Background: an optimization exercise with open tools, aiming at small area. Do not read the settings as production practice. Only simulation tests tie the RTL to the original design; equivalence was not proved. Power figures rest on the tool's default switching activity, not on a simulated workload.

==> design/flow/design.v <==
`timescale 1ns / 1ps
module moving_average_v4 #(
    parameter DATA_WIDTH = 16
) (
    input wire clk,
    input wire rst_n,
    input wire enable,
    input wire data_refresh,
    input wire output_refresh_mode,
    input wire signed [DATA_WIDTH-1:0] din,
    input wire [2:0] mode,
    output reg signed [DATA_WIDTH-1:0] dout,
    output reg output_pulse
);
reg [15:0] h [1:16];
reg [3:0] c;
reg full;
reg [18:0] r7;
reg [19:0] r16;
wire we = enable & data_refresh;
wire wen = ~we;
wire v1 = full | (c != 4'd0);
wire v2 = full | (c >= 4'd2);
wire v3 = full | (c >= 4'd3);
wire v7 = full | (c >= 4'd7);
wire [15:0] h1m  = v1 ? h[1] : 16'd0;
wire [15:0] h2m  = (v2 && mode[1]) ? h[2] : 16'd0;
wire [15:0] h3m  = (v3 && mode[1] && mode[0]) ? h[3] : 16'd0;
wire [15:0] h7m  = v7 ? h[7] : 16'd0;
wire [15:0] h16m = full ? h[16] : 16'd0;
wire [15:0] t7  = we ? h7m : din;
wire [15:0] t16 = we ? h16m : din;
genvar k;
wire [15:0] p0, q0, p1, q1;
wire [15:0] s16;
wire [16:0] ca;
generate
    for (k = 0; k < 16; k = k + 1) begin : g_s16
        fa u_r0 (.a(din[k]), .b(h1m[k]), .ci(h2m[k]), .s(p0[k]), .co(q0[k]));
        if (k == 0) begin : b0
            assign q1[0] = p0[0] & h3m[0];
            assign p1[0] = 1'b0;
            assign s16[0] = 1'b0;
            assign ca[1] = 1'b0;
        end else begin : bk
            fa u_r1 (.a(p0[k]), .b(q0[k-1]), .ci(h3m[k]), .s(p1[k]), .co(q1[k]));
            if (k == 1) begin : b1
                assign s16[1] = p1[1] ^ q1[0];
                assign ca[2] = p1[1] & q1[0];
            end else begin : bc
                fa u_a (.a(p1[k]), .b(q1[k-1]), .ci(ca[k]), .s(s16[k]), .co(ca[k+1]));
            end
        end
    end
endgenerate
wire [18:0] dinx7 = {{3{din[15]}}, din};
wire [18:0] nt7 = ~{{3{t7[15]}}, t7};
wire [18:0] s8, r7n;
wire [19:0] cb, cc;
assign s8[0] = r7[0] ^ din[0];
assign cb[1] = r7[0] & din[0];
assign r7n[0] = s8[0] ^ t7[0];
assign cc[1] = s8[0] | nt7[0];
generate
    for (k = 1; k < 19; k = k + 1) begin : g_s8
        fa u_a (.a(r7[k]), .b(dinx7[k]), .ci(cb[k]), .s(s8[k]), .co(cb[k+1]));
        fa u_b (.a(s8[k]), .b(nt7[k]), .ci(cc[k]), .s(r7n[k]), .co(cc[k+1]));
    end
endgenerate
wire [19:0] dinx16 = {{4{din[15]}}, din};
wire [19:0] nt16 = ~{{4{t16[15]}}, t16};
wire [19:0] p2, q2, r16n;
wire [20:0] cd;
generate
    for (k = 0; k < 20; k = k + 1) begin : g_r16
        fa u_r (.a(r16[k]), .b(dinx16[k]), .ci(nt16[k]), .s(p2[k]), .co(q2[k]));
        if (k == 0) begin : b0
            assign r16n[0] = ~p2[0];
            assign cd[1] = p2[0];
        end else begin : bk
            fa u_a (.a(p2[k]), .b(q2[k-1]), .ci(cd[k]), .s(r16n[k]), .co(cd[k+1]));
        end
    end
endgenerate
wire [15:0] hd [1:16];
wire [15:0] hsrc [1:16];
assign hsrc[1] = din;
genvar g;
generate
    for (g = 1; g <= 16; g = g + 1) begin : gh
        if (g > 1) begin : gs
            assign hsrc[g] = h[g-1];
        end
        for (k = 0; k < 16; k = k + 1) begin : gb
            sel2 u_s (.s(we), .sn(wen), .a(hsrc[g][k]), .b(h[g][k]), .y(hd[g][k]));
        end
    end
endgenerate
integer i;
always @(posedge clk) begin
    for (i = 1; i <= 16; i = i + 1) h[i] <= hd[i];
end
wire e_din = enable & ((mode == 3'b000) | (mode[2] & mode[1]));
wire e_1   = enable & (mode == 3'b001);
wire e_23  = enable & (mode[2:1] == 2'b01);
wire e_4   = enable & (mode == 3'b100);
wire e_5   = enable & (mode == 3'b101);
wire e_h   = ~enable;
wire [15:0] m1  = {s16[15], s16[15:1]};
wire [15:0] m23 = {{2{s16[15]}}, s16[15:2]};
wire [15:0] dn;
generate
    for (k = 0; k < 16; k = k + 1) begin : g_out
        wire y0, y1;
        ao3n u_o0 (.a0(e_din), .b0(din[k]), .a1(e_1), .b1(m1[k]), .a2(e_23), .b2(m23[k]), .y(y0));
        ao3n u_o1 (.a0(e_4), .b0(s8[k+3]), .a1(e_5), .b1(r16[k+4]), .a2(e_h), .b2(dout[k]), .y(y1));
        assign dn[k] = ~(y0 & y1);
    end
endgenerate
always @(posedge clk or negedge rst_n) begin
    if (!rst_n) begin
        c <= 4'd0;
        full <= 1'b0;
        r7 <= 19'd0;
        r16 <= 20'd0;
        dout <= 16'd0;
        output_pulse <= 1'b0;
    end else begin
        r7 <= r7n;
        r16 <= r16n;
        dout <= dn;
        if (enable) begin
            if (data_refresh) begin
                c <= c + 4'd1;
                if (c == 4'd15) full <= 1'b1;
            end
            if (!data_refresh)
                output_pulse <= 1'b0;
            else if (output_refresh_mode)
                output_pulse <= 1'b1;
            else
                case (mode)
                    3'b001: output_pulse <= c[0];
                    3'b010: output_pulse <= (c[1:0] == 2'b10);
                    3'b011: output_pulse <= (c[1:0] == 2'b11);
                    3'b100: output_pulse <= (c[2:0] == 3'b111);
                    3'b101: output_pulse <= (c == 4'b1111);
                    default: output_pulse <= 1'b1;
                endcase
        end
    end
end
endmodule
module fa (
    input wire a,
    input wire b,
    input wire ci,
    output wire s,
    output wire co
);
assign s = a ^ b ^ ci;
assign co = (a & b) | (a & ci) | (b & ci);
endmodule
module sel2 (
    input wire s,
    input wire sn,
    input wire a,
    input wire b,
    output wire y
);
assign y = (s & a) | (sn & b);
endmodule
module ao3n (
    input wire a0, input wire b0,
    input wire a1, input wire b1,
    input wire a2, input wire b2,
    output wire y
);
assign y = ~((a0 & b0) | (a1 & b1) | (a2 & b2));
endmodule
==> design/flow/flow/run.sh <==
#!/bin/bash
# Standard layout, with smaller port buffers and a clock tree without dummy loads.
set -e
export BUFFER_PORTS_ARGS="-buffer_cell sky130_fd_sc_hd__buf_1"
export CTS_ARGS="-sink_clustering_enable -repair_clock_nets -sink_clustering_size 18 -sink_clustering_max_diameter 55 -buf_list sky130_fd_sc_hd__clkbuf_8 -dont_use_dummy_load"
bash standard.sh > standard.log 2>&1
==> design/flow/standard.sh <==
#!/bin/bash
# synth_recipe.tcl (not shown) runs the flow's synth.tcl, then flattens the netlist and writes it again
# the make line also repeats each setting of config.mk as NAME=value (left out here)
make -C /OpenROAD-flow-scripts/flow DESIGN_CONFIG=/design/flow/config.mk WORK_HOME=/design/flow/orfs CLKGATE_MAP_FILE= SYNTH_SCRIPT=/design/flow/synth_recipe.tcl "${@:-finish}"
==> design/flow/config.mk <==
export PLATFORM = sky130hd
export DESIGN_NAME = moving_average_v4
export DESIGN_NICKNAME = moving_average_v4
export VERILOG_FILES = /design/flow/design.v
export SDC_FILE = /design/flow/constraint.sdc
export NUM_CORES = 4
export LEC_CHECK = 0
export CAP_MARGIN = 20
export CORE_MARGIN = 2
export CORE_UTILIZATION = 70
export PLACE_DENSITY = 0.8
export SLEW_MARGIN = 20
export SYNTH_HIERARCHICAL = 1
==> design/flow/constraint.sdc <==
create_clock -name core_clock -period 11.0 [get_ports {clk}]
set_input_delay 2.2000 -clock core_clock [delete_from_list [all_inputs] [get_ports {clk}]]
set_output_delay 2.2000 -clock core_clock [all_outputs]
set_load 0.01 [all_outputs]
==> run_results.csv, run 1 <==
group,metric,value,unit
route,vias,7966,
synth,synth-compound-area-share,22.8,%
floorplan,die_x,139,µm
power_and_ir_drop,p_leak,5.59,nW
synth,synthTopCellsByCount,"a22o_1 (257), dfxtp_1 (256), fa_1 (120)",
route,wl_met3,1680,µm
synth,synthTopCellsByArea,"dfxtp_1 (40%), fa_1 (19%), a22o_1 (18%)",
route,route.met2.wl,12200,µm
sta,rsz0062_at_grt,"no",
outcome,status,"finished clean",
worst_setup_path,crit_type,"input pin to flop",
cells_and_area,num-fill-cells,1131,
placement,dpl-instance-area,13200,µm²
cells_and_area,final_layout_size_suffix_gt1_share,6.70,%
worst_setup_path,cpMaxStageDelayCell,"fa_1",
clock_tree,clock_path_buffers,3,
worst_setup_path,cp_max_fo,4,
clock_tree,htree_levels,1,
synth,ys_seq_area_share,52.5,%
cells_and_area,final_core_util,76.1,%
global_routing,grt_max_degree,159,
clock_tree,cts_tree,"done",
floorplan,core,17800,µm²
synth,yosys_warnings,9,
clock_tree,ctsResizeCount,0,
power_and_ir_drop,p_total,3.45,mW
clock_tree,clkSinkCount,317,
route,maxUsedRoutingLayer,"met4",
route,drt-total-wl,25100,µm
cells_and_area,nets,1108,
sta,finalClockSkew,57.1,ps
sta,fmax,95.9,MHz
placement,io_buffers,40,
global_routing,grt_pass1_wl,42000,µm
synth,avgSynthCellArea,14.3,µm²
sta,period_needed,10430,ps
synth,synth_top_area_share,40.5,%
clock_tree,root_buffer,"clkbuf_8",
route,drc,0,
synth,synth_xor_area_share,0.138,%
cells_and_area,syn_to_final_growth,7.18,%
power_and_ir_drop,worst_ir_drop_vdd,0.189,mV
synth,yosysMostFrequentCell,"a22o_1",
worst_setup_path,path_cells,"buf_1, and3_1, a22oi_1, fa_1, fa_1, fa_1, fa_1, fa_1, fa_1, fa_1, fa_1, fa_1, fa_1, fa_1, fa_1, fa_1, fa_1, fa_1, fa_1, fa_1, fa_1, fa_1, fa_1",
floorplan,ios,41,
synth,synth_top_family_by_area,"compound AO/OA/AOI/OAI gates",
synth,synth_top_cell_by_area,"dfxtp_1",
synth,syn_area,12700,µm²
synth,ys_seq_elements,317,
route,dr.first_iter.drc_count,779,
global_routing,grt-ovfl-total,0,
global_routing,grt_pass1_vias,8224,
global_routing,grt_util_all_layers,26.8,%
clock_tree,clkSlewWorstSetupHoldPaths,110,ps
cells_and_area,design_area,13600,µm²
sta,hold_violations,0,
synth,synth_cell_types,36,
sta,finalCritPeriodShare,94.8,%
clock_tree,clk_latency,580,ps
cells_and_area,seqCellArea,6650,µm²
sta,setup_viol,0,
power_and_ir_drop,power.density,254,nW/µm²
synth,synth-simple-area-share,4.08,%
route,wl_per_cell,21.2,µm
worst_setup_path,worst_ep_required_time,11440,ps
cells_and_area,antenna_cells,0,
synth,synth_fp_nets,1034,
worst_setup_path,crit_top_cell,"fa_1",
floorplan,initial_core_util,71.0,%
global_routing,antenna_found_initial,0,
synth,syn_inst,883,
floorplan,dieArea,19200,µm²
worst_setup_path,cp.arrival,10870,ps
cells_and_area,multi_input_area,5960,µm²
synth,synth_adder_area_share,19.7,%
floorplan,die_h,139,µm
min_path,hp-class,"flop to flop",
sta,worst_pin_slew,1030,ps
worst_setup_path,cp-start-kind,"input pin",
placement,place_hpwl,16600,µm
route,ant_nets,0,
route,dr.pass1.iters,6,
clock_tree,numCtsBuffers,25,
floorplan,fp-row-count,49,
clock_tree,cts_hold_buf,0,
synth,synthArstFlopShare,19.2,%
placement,gp_congestion,0.851,
sta,worst_slew_margin_rel,31.3,%
worst_setup_path,slowest_delay,500,ps
route,wl_met1,10600,µm
synth,ys.flop_type,"dfxtp_1",
clock_tree,cts_setup_buffers,0,
synth,synth.area.mux_share,0.0889,%
route,avgViaCountPerCell,6.73,
job,maxCapViolCount,0,
sta,hold_slack,433,ps
synth,synth_edf_count,0,
sta,drv_slew,0,
worst_setup_path,end_kind,"flop",
## worst max-delay path: cells and delay by family
kind	cells	cell delay, ps
AOI/OAI and AO/OA	1	110
adders and majority gates	20	8130
buffers and inverters	1	170
and+or+nand+nor	1	280
## area by class of cell
type,count,share of cell area [%]
Tap cell,229,2.11
Clock buffer,25,2.53
Timing Repair Buffer,59,2.17
Multi-Input combinational cell,545,43.9
Inverter,9,0.304
Sequential cell,317,49.0
## per-layer routing
layer  vias to the layer above  GRT usage (%)
li1                       3539              -
met3                        62           4.97
met4                         0           8.92
met1                      4084           38.5
met2                       281           42.2
met5                         -              0
## cells in the final DEF, fill, tap and decap left out, types with 2 or more instances in the layout
| master | synthesis | final |
|---|---|---|
| dfrtp_1 | 61 | 61 |
| a22o_1 | 257 | 257 |
| a22oi_1 | 31 | 31 |
| dfxtp_1 | 256 | 256 |
| nor4b_2 | 0 | 2 |
| a41o_1 | 2 | 2 |
| and2_1 | 21 | 21 |
| a222oi_1 | 32 | 32 |
| buf_4 | 0 | 19 |
| ha_1 | 7 | 7 |
| inv_1 | 8 | 8 |
| nor2b_1 | 15 | 15 |
| and3_1 | 2 | 2 |
| xnor2_1 | 2 | 2 |
| nand2_1 | 18 | 17 |
| o21ai_0 | 2 | 2 |
| nor2_1 | 3 | 2 |
| fa_1 | 120 | 120 |
| a21oi_1 | 3 | 3 |
| and2_4 | 10 | 10 |
| nand4_1 | 2 | 2 |
| nand3b_1 | 3 | 3 |
| buf_1 | 0 | 39 |
| clkbuf_8 | 0 | 25 |
| and2b_1 | 2 | 2 |
| nor3_1 | 2 | 2 |
## flip-flops by register name, indices dropped and copies added, names as in the netlist
| name | count |
|---|---|
| output_pulse | 1 |
| c | 4 |
| full | 1 |
| r7 | 19 |
| dout | 16 |
| h | 256 |
| r16 | 20 |
## logic make-up after synthesis
logic type      Yosys count
xor+xnor                  2
simple gates             84
flops                   317
fa+ha+maj               127
mux                       1
compound gates          331
buf+inv                  21
## modules after synthesis (local to each module, per instance)
module / cell area, µm² / copies in the design / cells inside / flops+latches
ao3n: 10.0 / 32 / 1 / 0
fa: 20.0 / 120 / 1 / 0
moving_average_v4: 7700 / 1 / 475 / 317
sel2: 8.76 / 256 / 1 / 0
## worst paths after layout
check / from / depth (start not counted) / endpoint / slack, ps
setup / recovery: enable / 23 / r16[19] / 570
hold / removal: h[6][3] / 1 / h[7][3] / 430
setup reg to reg: full / 22 / r16[19] / 2000
hold reg to reg: h[6][3] / 1 / h[7][3] / 430
max in group asynchronous: rst_n / 2 / c[3] / 8600
min in group asynchronous: rst_n / 2 / r16[5] / 1800
## metrics by stage
step	TNS (ps)	cells	worst slack, ps
floorplan	0	883	293
global placement	0	1159	176
detailed placement	-66.2	1159	-66.2
CTS	0	1184	560
global route	0	1184	324
finish	0	1184	570
## where the power goes
group,switching [mW],internal (mW)
Sequential,0.218,1.47
Combinational,0.617,0.597
Clock,0.343,0.203
Total,1.18,2.27
==> inputs of run 2 (changes only) <==
--- a/design/flow/config.mk
+++ b/design/flow/config.mk
@@ -6,8 +6,8 @@
 export NUM_CORES = 4
 export LEC_CHECK = 0
-export CAP_MARGIN = 20
+export CAP_MARGIN = 0
 export CORE_MARGIN = 2
 export CORE_UTILIZATION = 70
 export PLACE_DENSITY = 0.8
-export SLEW_MARGIN = 20
+export SLEW_MARGIN = 0
 export SYNTH_HIERARCHICAL = 1
==> run 2 against run 1 <==
Against the previous run: still clean on timing, DRC and antenna; worst setup slack worse by 24 ps; global-route usage is 0.33 points higher; synthesized cell count did not move; synthesized area unchanged; first-iteration DRC count is 2.7% lower; count of clock-buffer cells in the layout decreased by 1; sequential share of layout area is 0.081 points higher; via count about the same; wire length grew 0.55%; cell count is essentially flat; highest routed layer unchanged.
==> run_results.csv, run 2 <==
group,metric,value,unit
placement,dp_slack,-66.1,ps
synth,ys.flop_type,"dfxtp_1",
synth,syn_inst,883,
cells_and_area,final_cell_mix,"a22o_1 (257), dfxtp_1 (256), fa_1 (120)",
synth,syn_area,12700,µm²
worst_setup_path,crit_type,"input pin to flop",
sta,drv_slew,0,
cells_and_area,num-fill-cells,1148,
synth,synth_fp_nets,1034,
sta,hold_violations,0,
sta,worst_slew_margin_rel,7.67,%
cells_and_area,final_layout_size_suffix_gt1_share,6.50,%
power_and_ir_drop,p_total,3.44,mW
route,vias,7970,
power_and_ir_drop,power.density,254,nW/µm²
clock_tree,cts_hold_buf,0,
global_routing,grt_pass1_vias,8244,
floorplan,die_h,139,µm
sta,hold_slack,459,ps
sta,setup_viol,0,
global_routing,antenna_found_initial,0,
sta,rsz0062_at_grt,"no",
global_routing,grt_max_degree,159,
worst_setup_path,cp.arrival,10890,ps
floorplan,ios,41,
floorplan,initial_core_util,71.0,%
route,drc,0,
cells_and_area,top_regs,"h (256), r16 (20), r7 (19)",
outcome,status,"finished clean",
synth,synth_cell_types,36,
sta,period_needed,10450,ps
clock_tree,htree_levels,1,
job,maxCapViolCount,0,
clock_tree,root_buffer,"clkbuf_8",
synth,ys_seq_area_share,52.5,%
clock_tree,numCtsBuffers,24,
placement,io_buffers,40,
synth,synthTopCellsByCount,"a22o_1 (257), dfxtp_1 (256), fa_1 (120)",
worst_setup_path,cp_max_fo,4,
synth,synth_edf_count,0,
cells_and_area,regMostFlops,"h",
route,dr.pass1.iters,6,
floorplan,fp-row-count,49,
clock_tree,clkSlewWorstSetupHoldPaths,110,ps
synth,synthTopCellsByArea,"dfxtp_1 (40%), fa_1 (19%), a22o_1 (18%)",
route,dr.first_iter.drc_count,758,
min_path,hp-class,"flop to flop",
synth,ys_seq_elements,317,
sta,setup_ws,546,ps
sta,finalClockSkew,45.3,ps
clock_tree,clkSinkCount,317,
cells_and_area,instances_no_fill,1183,
route,avgViaCountPerCell,6.74,
synth,synth_top_cell_by_area,"dfxtp_1",
route,ant_nets,0,
synth,yosys_warnings,9,
placement,place_hpwl,16600,µm
worst_setup_path,cp-start-kind,"input pin",
sta,finalCritPeriodShare,95.0,%
sta,fmax,95.7,MHz
placement,gp_congestion,0.851,
global_routing,grt_pass1_wl,42300,µm
worst_setup_path,worst_ep_required_time,11440,ps
power_and_ir_drop,p_leak,5.58,nW
global_routing,grt_util_all_layers,27.1,%
power_and_ir_drop,worst_ir_drop_vdd,0.186,mV
clock_tree,clock_path_buffers,3,
cells_and_area,nets,1107,
cells_and_area,final_common_cell,"a22o_1",
cells_and_area,antenna_cells,0,
placement,dpl-instance-area,13200,µm²
floorplan,die_x,139,µm
synth,synth_top_area_share,40.5,%
clock_tree,cts_setup_buffers,0,
synth,avgSynthCellArea,14.3,µm²
sta,worst_pin_slew,1380,ps
clock_tree,clk_latency,570,ps
synth,synthArstFlopShare,19.2,%
route,drt-total-wl,25300,µm
clock_tree,ctsResizeCount,0,
synth,yosysMostFrequentCell,"a22o_1",
worst_setup_path,end_kind,"flop",
cells_and_area,syn_to_final_growth,7.00,%
route,wl_per_cell,21.4,µm
global_routing,grt-ovfl-total,0,
clock_tree,cts_tree,"done",
cells_and_area,largest_register_ffs,256,
floorplan,core,17800,µm²
cells_and_area,design_area,13600,µm²
floorplan,dieArea,19200,µm²
placement,place_inst,1159,
run 2: changes by cell type in the layout (fill, tap and decap cells not counted):
| cell | change |
|---|---|
| nor3b_4 | -1 |
| nor2_2 | -1 |
| clkbuf_8 | -1 |
| nor2_1 | +1 |
| nor3b_2 | +1 |
run 2: cell type report:
| type | count | area, µm² | area share [%] |
|---|---|---|---|
| inverter | 9 | 41.3 | 0.305 |
| tap | 229 | 287 | 2.11 |
| clock buffer | 24 | 330 | 2.44 |
| multi-input combinational | 545 | 5950 | 43.9 |
| timing repair buffer | 59 | 294 | 2.17 |
| sequential | 317 | 6650 | 49.1 |
run 2: worst paths after layout:
path / from / end / slack (ps) / cells past startpoint
setup / recovery: enable / r16[19] / 550 / 23
hold / removal: h[6][3] / h[7][3] / 460 / 1
setup reg to reg: full / r16[19] / 1950 / 22
hold reg to reg: h[6][3] / h[7][3] / 460 / 1
max in group asynchronous: rst_n / c[3] / 8600 / 2
min in group asynchronous: rst_n / r16[5] / 1810 / 2
run 2: critical path, stage by stage:
cell and delay (ps):
buf_1 170, and3_1 280, a22oi_1 110, fa_1 490
fa_1 450, fa_1 390, fa_1 410, fa_1 400
fa_1 390, fa_1 400, fa_1 410, fa_1 400
fa_1 410, fa_1 410, fa_1 390, fa_1 390
fa_1 390, fa_1 390, fa_1 390, fa_1 390
fa_1 390, fa_1 410, fa_1 440
run 2: routing by layer:
metal | vias up | global-route usage, % | wire length (µm)
li1 | 3541 | - | -
met1 | 4088 | 38.8 | 10800
met2 | 263 | 42.2 | 12100
met3 | 78 | 5.11 | 1500
met4 | 0 | 10.4 | 906
met5 | - | 0 | 0
run 2: per-stage QoR:
stage          utilization [%]  setup TNS (ps)
6_report                  76.0               0
5_1_grt                   76.0               0
4_1_cts                   76.0               0
3_5_place_dp              74.1           -66.1
3_3_place_gp              74.1               0
2_1_floorplan                -               0
run 2: report_power, final:
part           internal (mW)  total [mW]  switching (mW)
Combinational          0.598        1.22           0.618
Sequential              1.47        1.69           0.220
Clock                  0.196       0.535           0.339
Total                   2.27        3.44            1.18
run 2: cell families (layout without fill, tap and decap cells):
family	count (synthesis)	count (layout)	synth area share [%]
AO/OA/AOI/OAI	331	331	22.8
AND/OR/NAND/NOR	84	84	4.08
buffers and inverters	21	92	0.711
multiplexers	1	1	0.0889
XOR/XNOR	2	2	0.138
flip-flops	317	317	52.5
adder cells (fa/ha/maj)	127	127	19.7
run 2: per-module statistics from Yosys (local to each module, per instance):
module,times used,cells,area [µm²]
moving_average_v4,1,475,7700
fa,120,1,20.0
ao3n,32,1,10.0
sel2,256,1,8.76
==> inputs of run 3 (changes only) <==
--- a/design/flow/design.v
+++ b/design/flow/design.v
@@ -68,17 +68,23 @@
     end
 endgenerate
-wire [19:0] dinx16 = {{4{din[15]}}, din};
-wire [19:0] nt16 = ~{{4{t16[15]}}, t16};
-wire [19:0] p2, q2, r16n;
+wire [15:0] nt16 = ~t16;
+wire [16:0] d;
+wire [16:0] ce;
+wire [19:0] r16n;
 wire [20:0] cd;
+assign d[0] = ~(din[0] ^ nt16[0]);
+assign ce[1] = din[0] | nt16[0];
 generate
-    for (k = 0; k < 20; k = k + 1) begin : g_r16
-        fa u_r (.a(r16[k]), .b(dinx16[k]), .ci(nt16[k]), .s(p2[k]), .co(q2[k]));
-        if (k == 0) begin : b0
-            assign r16n[0] = ~p2[0];
-            assign cd[1] = p2[0];
-        end else begin : bk
-            fa u_a (.a(p2[k]), .b(q2[k-1]), .ci(cd[k]), .s(r16n[k]), .co(cd[k+1]));
-        end
+    for (k = 1; k < 16; k = k + 1) begin : g_d
+        fa u_d (.a(din[k]), .b(nt16[k]), .ci(ce[k]), .s(d[k]), .co(ce[k+1]));
+    end
+endgenerate
+assign d[16] = din[15] ^ nt16[15] ^ ce[16];
+wire [19:0] dx = {{3{d[16]}}, d};
+assign r16n[0] = r16[0] ^ d[0];
+assign cd[1] = r16[0] & d[0];
+generate
+    for (k = 1; k < 20; k = k + 1) begin : g_r16
+        fa u_a (.a(r16[k]), .b(dx[k]), .ci(cd[k]), .s(r16n[k]), .co(cd[k+1]));
     end
 endgenerate
--- a/design/flow/config.mk
+++ b/design/flow/config.mk
@@ -6,8 +6,8 @@
 export NUM_CORES = 4
 export LEC_CHECK = 0
-export CAP_MARGIN = 0
+export CAP_MARGIN = 20
 export CORE_MARGIN = 2
 export CORE_UTILIZATION = 70
 export PLACE_DENSITY = 0.8
-export SLEW_MARGIN = 0
+export SLEW_MARGIN = 20
 export SYNTH_HIERARCHICAL = 1
==> run 3 against run 2 <==
Against the previous run: synthesized area decreased by 0.40%; die area shrank 0.40%; first-iteration DRC count rose by 15%; count of clock-buffer cells in the layout is 2 higher.
==> run_results.csv, run 3 <==
group,metric,value,unit
sta,setup_ws,339,ps
global_routing,grt_util_all_layers,27.4,%
power_and_ir_drop,power.density,247,nW/µm²
synth,synth_edf_count,0,
clock_tree,cts_tree,"done",
route,drt-total-wl,25400,µm
sta,rsz0062_at_grt,"no",
placement,io_buffers,40,
clock_tree,clk_latency,570,ps
placement,dpl-instance-area,13200,µm²
power_and_ir_drop,worst_ir_drop_vdd,0.157,mV
global_routing,antenna_found_initial,0,
floorplan,ios,41,
route,dr.first_iter.drc_count,868,
cells_and_area,antenna_cells,0,
sta,finalCritPeriodShare,96.9,%
synth,syn_inst,889,
cells_and_area,final_cell_mix,"a22o_1 (256), dfxtp_1 (256), fa_1 (115)",
worst_setup_path,worst_ep_required_time,11380,ps
sta,worst_slew_margin_rel,9.01,%
floorplan,die_x,138,µm
sta,period_needed,10660,ps
global_routing,grt_pass1_vias,8298,
route,vias,8020,
outcome,status,"finished clean",
cells_and_area,final_layout_size_suffix_gt1_share,6.85,%
worst_setup_path,cp.arrival,11040,ps
clock_tree,clkSlewWorstSetupHoldPaths,100,ps
sta,worst_pin_slew,1360,ps
clock_tree,numCtsBuffers,26,
route,drc,0,
synth,avgSynthCellArea,14.2,µm²
clock_tree,clock_path_buffers,3,
synth,ys.flop_type,"dfxtp_1",
synth,synthTopCellsByCount,"a22o_1 (256), dfxtp_1 (256), fa_1 (115)",
cells_and_area,final_core_util,76.2,%
cells_and_area,nets,1114,
sta,drv_slew,0,
job,maxCapViolCount,0,
cells_and_area,multi_input_area,5910,µm²
global_routing,grt-ovfl-total,0,
route,dr.pass1.iters,6,
synth,yosys_warnings,9,
floorplan,core,17800,µm²
cells_and_area,seqCellArea,6650,µm²
power_and_ir_drop,p_leak,5.61,nW
clock_tree,htree_levels,1,
cells_and_area,regMostFlops,"h",
cells_and_area,design_area,13600,µm²
placement,dp_slack,-300,ps
route,avgViaCountPerCell,6.72,
cells_and_area,top_regs,"h (256), r16 (20), r7 (19)",
synth,synth_top_area_share,40.6,%
synth,synthArstFlopShare,19.2,%
placement,gp_congestion,0.831,
synth,synth_fp_nets,1037,
floorplan,initial_core_util,70.7,%
placement,place_inst,1167,
clock_tree,cts_hold_buf,0,
worst_setup_path,cp-start-kind,"input pin",
clock_tree,root_buffer,"clkbuf_8",
synth,synthTopCellsByArea,"dfxtp_1 (41%), fa_1 (18%), a22o_1 (18%)",
synth,ys_seq_elements,317,
worst_setup_path,end_kind,"flop",
floorplan,dieArea,19100,µm²
cells_and_area,largest_register_ffs,256,
floorplan,die_h,138,µm
worst_setup_path,cp_max_fo,3,
floorplan,fp-row-count,49,
global_routing,grt_max_degree,263,
sta,tns,0,ps
sta,fmax,93.8,MHz
sta,hold_violations,0,
synth,syn_area,12600,µm²
sta,finalClockSkew,54.1,ps
clock_tree,clkSinkCount,317,
sta,setup_viol,0,
cells_and_area,instances_no_fill,1193,
route,ant_nets,0,
cells_and_area,num-fill-cells,1126,
global_routing,grt_pass1_wl,43000,µm
synth,synth_cell_types,35,
route,wl_per_cell,21.3,µm
min_path,hp-class,"flop to flop",
synth,ys_seq_area_share,52.7,%
placement,place_hpwl,16500,µm
synth,synth_top_cell_by_area,"dfxtp_1",
worst_setup_path,crit_type,"input pin to flop",
cells_and_area,syn_to_final_growth,7.69,%
[run 3: cell count changes after synthesis, moves of 2 or more]
cell,change
nand2_1,+6
o21ai_0,+2
nor2_1,+3
ha_1,+2
nand3b_1,-3
fa_1,-5
inv_1,+2
[run 3: final timing paths]
check / startpoint / endpoint / slack [ps] / depth (start not counted)
hold / removal: h[11][2] / h[12][2] / 440 / 1
hold reg to reg: h[11][2] / h[12][2] / 440 / 1
setup reg to reg: full / r16[19] / 1710 / 25
min in group asynchronous: rst_n / r7[1] / 1800 / 2
max in group asynchronous: rst_n / r16[19] / 8610 / 2
setup / recovery: enable / r16[19] / 340 / 26
[run 3: per-module statistics from Yosys (local to each module, per instance)]
module             cell area [µm²]  cells  times used
moving_average_v4             7750    486           1
fa                            20.0      1         115
ao3n                          10.0      1          32
sel2                          8.76      1         256
[run 3: metal layers]
metal | vias to the layer above | GRT usage, % | wire (µm)
met1 | 4119 | 38.7 | 10600
li1 | 3577 | - | -
met5 | - | 0 | 0
met3 | 77 | 5.37 | 1480
met2 | 247 | 42.9 | 12300
met4 | 0 | 10.3 | 960
[run 3: cell type report]
type | instances | area share [%]
Clock buffer | 26 | 2.63
Inverter | 11 | 0.497
Multi-Input combinational cell | 550 | 43.5
Sequential cell | 317 | 48.9
Tap cell | 229 | 2.11
Timing Repair Buffer | 60 | 2.32
[run 3: metrics by stage]
stage               hold WS, ps  power, mW
floorplan                   439       2.45
global placement            452       2.71
detailed placement          453       2.83
CTS                         441       3.39
global route                460       3.61
finish                      437       3.36
[run 3: power breakdown]
group / total (mW) / switching (mW) / internal (mW)
logic: 1.12 / 0.575 / 0.550
registers: 1.69 / 0.219 / 1.47
clock network: 0.551 / 0.340 / 0.211
[run 3: kinds of logic (layout without fill, tap and decap cells)]
group / after synthesis / after routing / share of synthesized area [%]
and+or+nand+nor: 90 / 90 / 4.16
DFF: 317 / 317 / 52.7
adders and majority gates: 124 / 124 / 19.1
buffers and inverters: 22 / 97 / 0.744
xor gates and xnor gates: 4 / 4 / 0.278
AOI/OAI and AO/OA: 331 / 331 / 22.9
muxes: 1 / 1 / 0.0892
[run 3: worst max-delay path, stage by stage]
cell      delay (ps)
clkbuf_2         160
and3_1           220
nand2_1           80
o21ai_2           50
ha_1             160
inv_1             50
fa_1             450
fa_1             450
fa_1             410
fa_1             410
fa_1             440
fa_1             400
fa_1             390
fa_1             380
fa_1             390
fa_1             390
fa_1             390
fa_1             400
fa_1             390
fa_1             390
fa_1             400
fa_1             390
fa_1             400
fa_1             400
fa_1             400
fa_1             440
[run 3: timing repair]
action / in CTS / in global routing
setup buffers: 0 / 0
gates resized for setup: 0 / 1
hold endpoints to repair: 0 / 0
endpoints found under the setup margin: 0 / 1
==> inputs of run 4 (changes only) <==
--- a/design/flow/config.mk
+++ b/design/flow/config.mk
@@ -9,4 +9,6 @@
 export CORE_MARGIN = 2
 export CORE_UTILIZATION = 70
+export GPL_ROUTABILITY_DRIVEN = 0
+export GPL_TIMING_DRIVEN = 0
 export PLACE_DENSITY = 0.8
 export SLEW_MARGIN = 20
==> run 4 against run 3 <==
Against the previous run: die area did not move; sequential power barely moved; utilization barely moved; design area barely moved; worst setup slack got worse by 160 ps; combinational power barely moved; non-clock buffer count fell by 5; via count barely moved; flip-flop and latch count did not move; critical endpoint unchanged; wire length rose by 5.1%; synthesized area did not move.
==> run_results.csv, run 4 <==
group,metric,value,unit
route,drc,0,
job,maxCapViolCount,0,
worst_setup_path,cp_top_family,"adder cells",
synth,syn_inst,889,
sta,worst_pin_slew,977,ps
synth,synth_fp_nets,1037,
synth,synth-compound-area-share,22.9,%
synth,avgSynthCellArea,14.2,µm²
worst_setup_path,worst_ep_required_time,11420,ps
clock_tree,cts_hold_buf,0,
clock_tree,htree_levels,1,
route,dr.pass1.iters,5,
worst_setup_path,regToRegSetupSlack,1550,ps
floorplan,die_h,138,µm
global_routing,grt.met3_usage,4.54,%
global_routing,grt_pass1_vias,8353,
min_path,worst_hold_path.endpoint,"h[14][15]",
synth,synth.area.mux_share,0.0892,%
synth,synthTopCellsByArea,"dfxtp_1 (41%), fa_1 (18%), a22o_1 (18%)",
sta,hold_violations,0,
synth,synthArstFlopShare,19.2,%
clock_tree,cts_tree,"done",
sta,drv_slew,0,
floorplan,initial_core_util,70.7,%
power_and_ir_drop,pwr-share-clk,15.7,%
power_and_ir_drop,power.density,246,nW/µm²
route,ant_nets,0,
global_routing,grt_max_degree,137,
cells_and_area,syn_to_final_growth,7.64,%
global_routing,grt_util_all_layers,28.0,%
sta,rsz0062_at_grt,"no",
route,dr.first_iter.drc_count,694,
synth,synth_top_family_by_area,"compound AO/OA/AOI/OAI gates",
placement,io_buffers,38,
cells_and_area,regMostFlops,"h",
placement,dp_slack,-972,ps
synth,ys.flop_type,"dfxtp_1",
cells_and_area,top_regs,"h (256), r16 (20), r7 (19)",
worst_setup_path,cpMaxStageDelayCell,"fa_1",
global_routing,grt-ovfl-total,0,
floorplan,fp-row-count,49,
clock_tree,numCtsBuffers,23,
synth,ys_seq_elements,317,
sta,period_needed,10820,ps
global_routing,met2_usage,45.0,%
synth,yosys_warnings,9,
worst_setup_path,cp_num_buf_inv,3,
cells_and_area,largest_register_ffs,256,
cells_and_area,seqCellArea,6650,µm²
sta,hold_slack,439,ps
placement,place_inst,1161,
synth,synth-simple-area-share,4.16,%
worst_setup_path,end_kind,"flop",
synth,syn_area,12600,µm²
synth,synth_adder_area_share,19.1,%
synth,synth_xor_area_share,0.278,%
route,vias,8023,
cells_and_area,multi_input_area,5920,µm²
global_routing,grt_pass1_wl,43700,µm
clock_tree,clkSlewWorstSetupHoldPaths,110,ps
clock_tree,clkSinkCount,317,
synth,synthTopCellsByCount,"a22o_1 (256), dfxtp_1 (256), fa_1 (115)",
route,wl_per_cell,22.4,µm
worst_setup_path,cp_max_fo,33,
global_routing,antenna_found_initial,0,
worst_setup_path,r2r_end,"r16[19]",
floorplan,dieArea,19100,µm²
cells_and_area,antenna_cells,0,
sta,finalCritPeriodShare,98.4,%
floorplan,core,17800,µm²
route,drt-total-wl,26600,µm
clock_tree,clock_path_buffers,3,
power_and_ir_drop,p_switching,1.13,mW
min_path,worstHoldStart,"h[13][15]",
power_and_ir_drop,comb_power_share,34.0,%
worst_setup_path,cp-start-kind,"input pin",
clock_tree,root_buffer,"clkbuf_8",
min_path,hold_depth,1,
worst_setup_path,worst-r2r-cell-count,25,
worst_setup_path,crit_type,"input pin to flop",
sta,fmax,92.4,MHz
power_and_ir_drop,worst_ir_drop_vdd,0.145,mV
power_and_ir_drop,seqPwrFrac,50.3,%
sta,setup_viol,0,
outcome,status,"finished clean",
sta,finalClockSkew,36.9,ps
power_and_ir_drop,switching_share,33.8,%
power_and_ir_drop,p_leak,5.60,nW
cells_and_area,final_layout_size_suffix_gt1_share,6.78,%
clock_tree,clk_latency,550,ps
route,avgViaCountPerCell,6.75,
synth,synth_top_cell_by_area,"dfxtp_1",
cells_and_area,instances_no_fill,1188,
min_path,hp-class,"flop to flop",
worst_setup_path,cp.arrival,11240,ps
placement,place_hpwl,16500,µm
synth,synth_cell_types,35,
cells_and_area,num-fill-cells,1090,
cells_and_area,final_cell_mix,"a22o_1 (256), dfxtp_1 (256), fa_1 (115)",
synth,synth_top_area_share,40.6,%
global_routing,top_usage_layer,"met2",
sta,worst_slew_margin_rel,34.8,%
global_routing,met1_usage,39.8,%
worst_setup_path,slowest_delay,470,ps
synth,ys_seq_area_share,52.7,%
power_and_ir_drop,p_int,2.21,mW
floorplan,die_x,138,µm
worst_setup_path,r2r-start,"full",
cells_and_area,nets,1109,
sta,setup_ws,177,ps
floorplan,ios,41,
synth,synth_edf_count,0,
worst_setup_path,crit_top_cell,"fa_1",
run 4: worst reg2reg max path, cell delays in order, from the launching register on:
cell and delay (ps):
dfrtp_1 450, and3_4 280, nand2_1 90, o21ai_2 60
ha_1 160, inv_1 60, fa_1 390, fa_1 410
fa_1 390, fa_1 410, fa_1 410, fa_1 400
fa_1 400, fa_1 470, fa_1 460, fa_1 410
fa_1 400, fa_1 420, fa_1 410, fa_1 400
fa_1 400, fa_1 400, fa_1 390, fa_1 410
fa_1 400, fa_1 450
run 4: kinds of logic (layout without fill, tap and decap cells):
| kind of cell | Yosys count | in the layout |
|---|---|---|
| fa+ha+maj | 124 | 124 |
| simple gates | 90 | 90 |
| flops | 317 | 317 |
| xor+xnor | 4 | 4 |
| mux | 1 | 1 |
| buf+inv | 22 | 92 |
| compound gates | 331 | 331 |
run 4: final cells by class:
cell class                      instances  area share, %
Multi-Input combinational cell        550           43.6
Buffer                                 10          0.461
Inverter                               11          0.497
Sequential cell                       317           49.0
Tap cell                              229           2.11
Timing Repair Buffer                   45           1.72
Timing Repair inverter                  3          0.322
Clock buffer                           23           2.33
run 4: how the worst max path moves through the flow:
stage / from / to / depth (start not counted)
finish: enable / r16[19] / 26
floorplan: enable / r16[19] / 25
detailed placement: enable / r16[19] / 26
CTS: data_refresh / r16[19] / 26
global placement: enable / r16[19] / 17
global route: enable / r16[19] / 26
run 4: timing repair:
item	CTS	global route
pin swaps	1	0
setup endpoints to repair	1	1
setup buffers	2	0
resized for setup	5	4
cloned	2	1
run 4: power by group through the flow:
stage / Clock (mW) / Sequential [mW] / Combinational, mW
6_report: 0.525 / 1.68 / 1.13
5_1_grt: 0.575 / 1.72 / 1.27
4_1_cts: 0.537 / 1.68 / 1.13
3_5_place_dp: 0 / 1.70 / 1.11
3_3_place_gp: 0 / 1.68 / 1.02
2_1_floorplan: 0 / 1.65 / 0.797
run 4: per-module statistics from Yosys, one instance, submodules excluded:
module	area [µm²]	flops+latches	cells inside	copies in the design
ao3n	10.0	0	1	32
sel2	8.76	0	1	256
moving_average_v4	7750	317	486	1
fa	20.0	0	1	115
run 4: per-stage QoR:
step / util, % / instance area [µm²] / setup TNS (ps) / power [mW]
after detailed placement: 73.9 / 13200 / -1790 / 2.81
after global routing: 76.1 / 13600 / 0 / 3.57
after CTS: 76.0 / 13600 / 0 / 3.35
final: 76.1 / 13600 / 0 / 3.34
after global placement: 73.4 / 13100 / -2650 / 2.70
after floorplan: - / 12700 / 0 / 2.45
run 4: per-layer routing:
layer | share of wire (%) | vias to the layer above | routed length, µm
li1 | - | 3559 | -
met1 | 42 | 4165 | 11300
met2 | 50 | 248 | 13200
met3 | 5.3 | 51 | 1410
met4 | 2.7 | 0 | 727
met5 | 0 | - | 0
==> inputs of run 5 (changes only) <==
==> design/flow/flow/run.sh (replaced) <==
#!/bin/bash
# Standard layout, with smaller port buffers and a clock tree without dummy loads.
set -e
export BUFFER_PORTS_ARGS="-buffer_cell sky130_fd_sc_hd__buf_1"
export CTS_ARGS="-sink_clustering_enable -repair_clock_nets -sink_clustering_size 20 -sink_clustering_max_diameter 60 -buf_list sky130_fd_sc_hd__clkbuf_8 -dont_use_dummy_load"
bash standard.sh > standard.log 2>&1
--- a/design/flow/config.mk
+++ b/design/flow/config.mk
@@ -9,6 +9,4 @@
 export CORE_MARGIN = 2
 export CORE_UTILIZATION = 70
-export GPL_ROUTABILITY_DRIVEN = 0
-export GPL_TIMING_DRIVEN = 0
 export PLACE_DENSITY = 0.8
 export SLEW_MARGIN = 20
==> run 5 against run 4 <==
Against the previous run: largest cell class unchanged; power decreased by 0.31%; first-iteration DRC count increased by 21%; still clean; global-route usage decreased by 0.76 points.
==> run_results.csv, run 5 <==
group,metric,value,unit
floorplan,dieArea,19100,µm²
synth,synth_xor_area_share,0.278,%
synth,synth_adder_area_share,19.1,%
cells_and_area,seqCellArea,6650,µm²
cells_and_area,top_regs,"h (256), r16 (20), r7 (19)",
synth,synthTopCellsByCount,"a22o_1 (256), dfxtp_1 (256), fa_1 (115)",
global_routing,grt_pass1_wl,42800,µm
worst_setup_path,r2r-start,"full",
global_routing,grt_max_degree,263,
worst_setup_path,worst-r2r-cell-count,23,
global_routing,antenna_found_initial,0,
worst_setup_path,r2r_end,"r16[19]",
placement,gp_congestion,0.831,
power_and_ir_drop,p_leak,5.58,nW
clock_tree,cts_setup_buffers,0,
synth,synth_cell_types,35,
clock_tree,clkSlewWorstSetupHoldPaths,110,ps
cells_and_area,nets,1110,
synth,synth-simple-area-share,4.16,%
route,wl_per_cell,21.3,µm
worst_setup_path,cp_max_fo,3,
sta,finalCritPeriodShare,97.4,%
clock_tree,cts_tree,"done",
synth,yosys_warnings,9,
worst_setup_path,cp_top_family,"adder cells",
power_and_ir_drop,worst_ir_drop_vdd,0.149,mV
sta,worst_pin_slew,1320,ps
sta,hold_violations,0,
worst_setup_path,cp-start-kind,"input pin",
worst_setup_path,cp_num_buf_inv,2,
sta,fmax,93.3,MHz
global_routing,grt_pass1_vias,8283,
route,vias,7980,
global_routing,met2_usage,43.0,%
global_routing,grt_util_all_layers,27.2,%
sta,setup_viol,0,
clock_tree,cts_hold_buf,0,
min_path,hp-class,"flop to flop",
sta,drv_slew,0,
sta,rsz0062_at_grt,"no",
cells_and_area,syn_to_final_growth,7.25,%
worst_setup_path,cp.arrival,11150,ps
synth,synth-compound-area-share,22.9,%
global_routing,grt-ovfl-total,0,
route,drc,0,
synth,ys_seq_area_share,52.7,%
cells_and_area,regMostFlops,"h",
global_routing,top_usage_layer,"met2",
clock_tree,clk_latency,550,ps
synth,synthTopCellsByArea,"dfxtp_1 (41%), fa_1 (18%), a22o_1 (18%)",
placement,io_buffers,40,
worst_setup_path,critPathLaunch,"enable",
synth,synth_edf_count,0,
worst_setup_path,regToRegSetupSlack,1710,ps
synth,synth.area.mux_share,0.0892,%
worst_setup_path,crit_type,"input pin to flop",
worst_setup_path,endpoint,"r16[19]",
route,ant_nets,0,
outcome,status,"finished clean",
cells_and_area,num-fill-cells,1138,
cells_and_area,final_cell_mix,"a22o_1 (256), dfxtp_1 (256), fa_1 (115)",
sta,period_needed,10710,ps
worst_setup_path,end_kind,"flop",
cells_and_area,final_layout_size_suffix_gt1_share,6.35,%
job,maxCapViolCount,0,
route,dr.first_iter.drc_count,837,
synth,syn_inst,889,
worst_setup_path,cpMaxStageDelayCell,"fa_1",
floorplan,fp-row-count,49,
floorplan,core,17800,µm²
sta,finalClockSkew,52.1,ps
global_routing,met1_usage,38.0,%
clock_tree,numCtsBuffers,22,
placement,place_hpwl,16500,µm
cells_and_area,antenna_cells,0,
floorplan,die_x,138,µm
worst_setup_path,crit_cells,26,
synth,ys.flop_type,"dfxtp_1",
synth,synth_fp_nets,1037,
clock_tree,clock_path_buffers,3,
route,dr.pass1.iters,8,
power_and_ir_drop,p_total,3.33,mW
synth,synth_top_cell_by_area,"dfxtp_1",
worst_setup_path,crit_top_cell,"fa_1",
clock_tree,htree_levels,1,
power_and_ir_drop,power.density,246,nW/µm²
clock_tree,root_buffer,"clkbuf_8",
route,drt-total-wl,25300,µm
synth,avgSynthCellArea,14.2,µm²
cells_and_area,multi_input_area,5910,µm²
sta,worst_slew_margin_rel,12.1,%
synth,ys_seq_elements,317,
route,avgViaCountPerCell,6.71,
cells_and_area,largest_register_ffs,256,
synth,synthArstFlopShare,19.2,%
synth,synth_top_area_share,40.6,%
floorplan,ios,41,
global_routing,grt.met3_usage,5.37,%
floorplan,die_h,138,µm
sta,tns,0,ps
worst_setup_path,slowest_delay,450,ps
floorplan,initial_core_util,70.7,%
worst_setup_path,worst_ep_required_time,11440,ps
synth,syn_area,12600,µm²
clock_tree,ctsResizeCount,0,
clock_tree,clkSinkCount,317,
synth,synth_top_family_by_area,"compound AO/OA/AOI/OAI gates",
cells_and_area,final_core_util,75.9,%
[run 5: changes by cell type in the layout (fill, tap and decap cells not counted), sizes merged]
cell,previous run,this run
buf,47,59
clkbuf,31,23
clkinv,3,1
inv,11,10
[run 5: cells by family (layout without fill, tap and decap cells)]
kind of cell               after synthesis  after routing
and+or+nand+nor                         90             90
buffers and inverters                   22             93
xor gates and xnor gates                 4              4
muxes                                    1              1
AOI/OAI and AO/OA                      331            331
adders and majority gates              124            124
DFF                                    317            317
[run 5: how the worst min path moves through the flow]
stage | startpoint | end | slack [ps] | cells after the start
final | h[11][2] | h[12][2] | 430 | 1
after global routing | h[11][2] | h[12][2] | 450 | 1
after CTS | h[11][2] | h[12][2] | 440 | 1
after detailed placement | h[8][8] | h[8][8] | 450 | 1
after global placement | h[5][12] | h[5][12] | 450 | 1
after floorplan | h[16][0] | h[16][0] | 440 | 1
[run 5: area by class of cell]
type                    count  share of cell area, %
multi-input cells         550                   43.7
clock buffers              22                   2.24
repair buffers             60                   2.32
flip-flops and latches    317                   49.1
inverters                  11                  0.499
well taps                 229                   2.12
[run 5: power breakdown]
part | switching (mW) | internal [mW] | leakage [nW] | total (mW)
combinational | 0.576 | 0.551 | 2.60 | 1.13
sequential | 0.218 | 1.47 | 2.83 | 1.69
clock | 0.333 | 0.180 | 0.158 | 0.513
[run 5: through the flow]
step                hold slack, ps  setup slack [ps]  cell area [µm²]  instances
finish                         434               285            13500       1189
global route                   452              58.0            13500       1189
CTS                            440               277            13500       1189
detailed placement             453              -300            13200       1167
global placement               452             -4.11            13200       1167
floorplan                      439             0.845            12700        889
[run 5: per-module statistics from Yosys (local to each module, per instance)]
| module | cells | copies in the design |
|---|---|---|
| ao3n | 1 | 32 |
| moving_average_v4 | 486 | 1 |
| fa | 1 | 115 |
| sel2 | 1 | 256 |
[run 5: per-layer routing]
metal  part of all wire (%)  wire [µm]
met5                      0          0
met4                    4.0       1020
met3                    5.8       1460
met2                     48      12200
met1                     42      10600
==> inputs of run 6 (changes only) <==
--- a/design/flow/design.v
+++ b/design/flow/design.v
@@ -24,7 +24,16 @@
 wire v3 = full | (c >= 4'd3);
 wire v7 = full | (c >= 4'd7);
-wire [15:0] h1m  = v1 ? h[1] : 16'd0;
-wire [15:0] h2m  = (v2 && mode[1]) ? h[2] : 16'd0;
-wire [15:0] h3m  = (v3 && mode[1] && mode[0]) ? h[3] : 16'd0;
+wire g1 = v1;
+wire g2 = v2 & mode[1];
+wire g3 = v3 & mode[1] & mode[0];
+wire [15:0] h1m, h2m, h3m;
+genvar j;
+generate
+    for (j = 0; j < 16; j = j + 1) begin : g_m
+        an2 u_m1 (.a(g1), .b(h[1][j]), .y(h1m[j]));
+        an2 u_m2 (.a(g2), .b(h[2][j]), .y(h2m[j]));
+        an2 u_m3 (.a(g3), .b(h[3][j]), .y(h3m[j]));
+    end
+endgenerate
 wire [15:0] h7m  = v7 ? h[7] : 16'd0;
 wire [15:0] h16m = full ? h[16] : 16'd0;
@@ -185,2 +194,9 @@
 assign y = ~((a0 & b0) | (a1 & b1) | (a2 & b2));
 endmodule
+module an2 (
+    input wire a,
+    input wire b,
+    output wire y
+);
+assign y = a & b;
+endmodule
==> run 6 against run 5 <==
Against the previous run: via count down 0.43%; register-to-register slack worse by 40 ps; worst setup slack worse by 10 ps; combinational power about the same; fmax about the same; critical path type unchanged; cell count down 0.34%; wire length down 0.64%; global-route usage about the same; largest cell class unchanged; critical path depth unchanged.
==> run_results.csv, run 6 <==
group,metric,value,unit
floorplan,dieArea,19100,µm²
clock_tree,clk_latency,540,ps
global_routing,grt_pass1_vias,8256,
sta,setup_ws,275,ps
placement,dp_slack,-401,ps
clock_tree,root_buffer,"clkbuf_8",
power_and_ir_drop,p_leak,5.53,nW
worst_setup_path,cp_max_fo,2,
route,drt-total-wl,25100,µm
cells_and_area,syn_to_final_growth,7.07,%
sta,setup_viol,0,
global_routing,antenna_found_initial,0,
placement,place_inst,1164,
power_and_ir_drop,p_int,2.18,mW
cells_and_area,largest_register_ffs,256,
sta,drv_slew,0,
clock_tree,cts_setup_buffers,0,
synth,synth_top_cell_by_area,"dfxtp_1",
sta,finalClockSkew,25.8,ps
power_and_ir_drop,pwr-share-clk,15.0,%
clock_tree,cts_hold_buf,0,
synth,synthTopCellsByCount,"a22o_1 (256), dfxtp_1 (256), fa_1 (115)",
placement,gp_congestion,0.870,
cells_and_area,design_area,13500,µm²
clock_tree,clock_path_buffers,3,
floorplan,ios,41,
synth,syn_area,12600,µm²
power_and_ir_drop,power.density,244,nW/µm²
placement,dpl-instance-area,13200,µm²
route,avgViaCountPerCell,6.71,
global_routing,grt_pass1_wl,42600,µm
cells_and_area,final_layout_size_suffix_gt1_share,5.23,%
worst_setup_path,cp.arrival,11150,ps
cells_and_area,regMostFlops,"h",
outcome,status,"finished clean",
clock_tree,htree_levels,1,
route,drc,0,
cells_and_area,num-fill-cells,1150,
synth,synth_top_area_share,40.7,%
route,vias,7946,
sta,worst_slew_margin_rel,13.5,%
synth,ys_seq_area_share,52.8,%
cells_and_area,instances_no_fill,1185,
floorplan,fp-row-count,49,
global_routing,grt-ovfl-total,0,
global_routing,grt.met3_usage,3.95,%
placement,place_hpwl,16800,µm
job,maxCapViolCount,0,
synth,ys.flop_type,"dfxtp_1",
synth,synthTopCellsByArea,"dfxtp_1 (41%), fa_1 (18%), a22o_1 (18%)",
power_and_ir_drop,comb_power_share,33.8,%
global_routing,met1_usage,38.6,%
cells_and_area,final_cell_mix,"a22o_1 (256), dfxtp_1 (256), fa_1 (115)",
cells_and_area,top_regs,"h (256), r16 (20), r7 (19)",
worst_setup_path,worst_ep_required_time,11420,ps
global_routing,met2_usage,44.1,%
clock_tree,numCtsBuffers,20,
clock_tree,ctsResizeCount,0,
sta,hold_violations,0,
route,ant_nets,0,
sta,rsz0062_at_grt,"no",
synth,yosys_warnings,9,
sta,fmax,93.2,MHz
power_and_ir_drop,worst_ir_drop_vdd,0.153,mV
worst_setup_path,cp-start-kind,"input pin",
synth,syn_inst,886,
floorplan,die_x,138,µm
worst_setup_path,end_kind,"flop",
synth,synth_fp_nets,1034,
synth,ys_seq_elements,317,
synth,synth_cell_types,40,
clock_tree,cts_tree,"done",
floorplan,die_h,138,µm
sta,tns,0,ps
route,dr.pass1.iters,9,
route,wl_per_cell,21.2,µm
placement,io_buffers,40,
floorplan,initial_core_util,70.8,%
route,dr.first_iter.drc_count,809,
clock_tree,clkSinkCount,317,
sta,finalCritPeriodShare,97.5,%
global_routing,grt_util_all_layers,27.2,%
worst_setup_path,crit_type,"input pin to flop",
global_routing,top_usage_layer,"met2",
min_path,hp-class,"flop to flop",
cells_and_area,nets,1106,
clock_tree,clkSlewWorstSetupHoldPaths,110,ps
sta,period_needed,10730,ps
power_and_ir_drop,switching_share,33.9,%
power_and_ir_drop,p_switching,1.11,mW
synth,synthArstFlopShare,19.2,%
synth,avgSynthCellArea,14.2,µm²
cells_and_area,antenna_cells,0,
global_routing,grt_max_degree,263,
synth,synth_edf_count,0,
power_and_ir_drop,seqPwrFrac,51.2,%
sta,worst_pin_slew,1300,ps
floorplan,core,17800,µm²
==> run 6: cell count changes after synthesis, sizes merged, moves of 2 or more <==
cell	change
and2b	-2
nand3b	+2
clkbuf	-3
nor2b	-16
and2	+18
and3	-2
==> run 6: cells by family after synthesis <==
kind of cell | after synthesis | share of synthesized area [%]
DFF | 317 | 52.8
xor gates and xnor gates | 4 | 0.278
and+or+nand+nor | 90 | 4.04
buffers and inverters | 19 | 0.735
muxes | 1 | 0.0894
AOI/OAI and AO/OA | 331 | 22.9
adders and majority gates | 124 | 19.2
==> run 6: path summary, 6_finish.rpt <==
check                              from  endpoint  slack [ps]  cells past startpoint
max                        data_refresh   r16[19]         270                     26
min                            h[8][14]  h[8][14]         480                      1
max reg2reg                        full   r16[19]        1670                     25
min reg2reg                    h[8][14]  h[8][14]         480                      1
max in group asynchronous         rst_n   r16[18]        8650                      2
min in group asynchronous         rst_n     r7[0]        1810                      2
==> run 6: modules after synthesis, one instance, submodules excluded <==
module	area [µm²]	cells	flops+latches
an2	6.26	1	0
ao3n	10.0	1	0
fa	20.0	1	0
sel2	8.76	1	0
moving_average_v4	7430	435	317
==> run 6: metal layers <==
layer | vias up | share of wire (%)
met3 | 56 | 5.1
met4 | 0 | 3.1
met2 | 214 | 50
met5 | - | 0
li1 | 3561 | -
met1 | 4115 | 42
==> run 6: critical path, cell delays in order <==
cell     delay [ps]
buf_1           230
and3_1          220
nand2_1          70
o21ai_2          60
ha_1            150
inv_1            50
fa_1            470
fa_1            430
fa_1            420
fa_1            410
fa_1            400
fa_1            400
fa_1            410
fa_1            400
fa_1            400
fa_1            420
fa_1            400
fa_1            390
fa_1            410
fa_1            400
fa_1            390
fa_1            390
fa_1            400
fa_1            400
fa_1            400
fa_1            430
==> run 6: final cells by class <==
class | instances | area (µm²) | area share, %
timing repair buffer | 59 | 328 | 2.43
inverter | 10 | 63.8 | 0.473
tap | 229 | 287 | 2.12
clock buffer | 20 | 275 | 2.04
multi-input combinational | 550 | 5880 | 43.6
sequential | 317 | 6650 | 49.3
==> run 6: per-stage QoR <==
step	power, mW	utilization, %	hold WS [ps]
4_1_cts	3.31	75.7	477
5_1_grt	3.53	75.9	493
2_1_floorplan	2.44	-	439
3_3_place_gp	2.70	74.1	452
3_5_place_dp	2.82	74.1	454
6_report	3.29	75.9	479
==> run 6: power groups by stage <==
stage / registers, mW / clock network [mW] / logic [mW]
after global routing: 1.72 / 0.544 / 1.26
after CTS: 1.69 / 0.506 / 1.12
after global placement: 1.69 / 0 / 1.01
after floorplan: 1.65 / 0 / 0.786
final: 1.69 / 0.494 / 1.11
after detailed placement: 1.71 / 0 / 1.11

re-timing with driven ports:
How much do the figures lean on ideal ports? The routed layouts below were timed once more, with nothing changed but the port constraints. Step 1 sets driving cells, clkbuf_16 on the clock port and buf_2 on the other inputs (assumed; they add their load-dependent delay and slew). Step 2 adds t to the input delays and takes it off the output delays; t is the mean of the earliest and latest rising clock arrival at the registers after step 1. Input paths then give back, and output paths get back, about the clock's delay inside the block. a / b / c = no drivers / after step 1 / after step 2; a / b = the first two.
| run | t (ns) | setup slack, ns | hold WS [ns] | latest minus earliest clock arrival (ns) | worst register clock-pin slew, ns |
|---|---|---|---|---|---|
| run 1 | 0.593 | 0.570 / 0.588 / -0.006 | 0.433 / 0.433 / 0.433 | 0.057 / 0.057 | 0.11 / 0.11 |
| run 2 | 0.587 | 0.546 / 0.562 / -0.025 | 0.459 / 0.459 / 0.459 | 0.046 / 0.045 | 0.11 / 0.11 |
| run 3 | 0.581 | 0.339 / 0.354 / -0.226 | 0.437 / 0.437 / 0.437 | 0.055 / 0.055 | 0.10 / 0.10 |
| run 4 | 0.573 | 0.177 / 0.190 / -0.382 | 0.439 / 0.439 / 0.439 | 0.037 / 0.037 | 0.11 / 0.11 |
| run 5 | 0.572 | 0.285 / 0.303 / -0.269 | 0.434 / 0.434 / 0.434 | 0.052 / 0.053 | 0.11 / 0.11 |
| run 6 | 0.569 | 0.275 / 0.286 / -0.283 | 0.479 / 0.479 / 0.479 | 0.026 / 0.026 | 0.12 / 0.12 |
With both steps, setup timing fails in every run listed, where it was met with ideal ports. For run 1, which loses most, drivers alone change the setup slack by +0.018 ns; drivers and shift together by -0.576 ns.
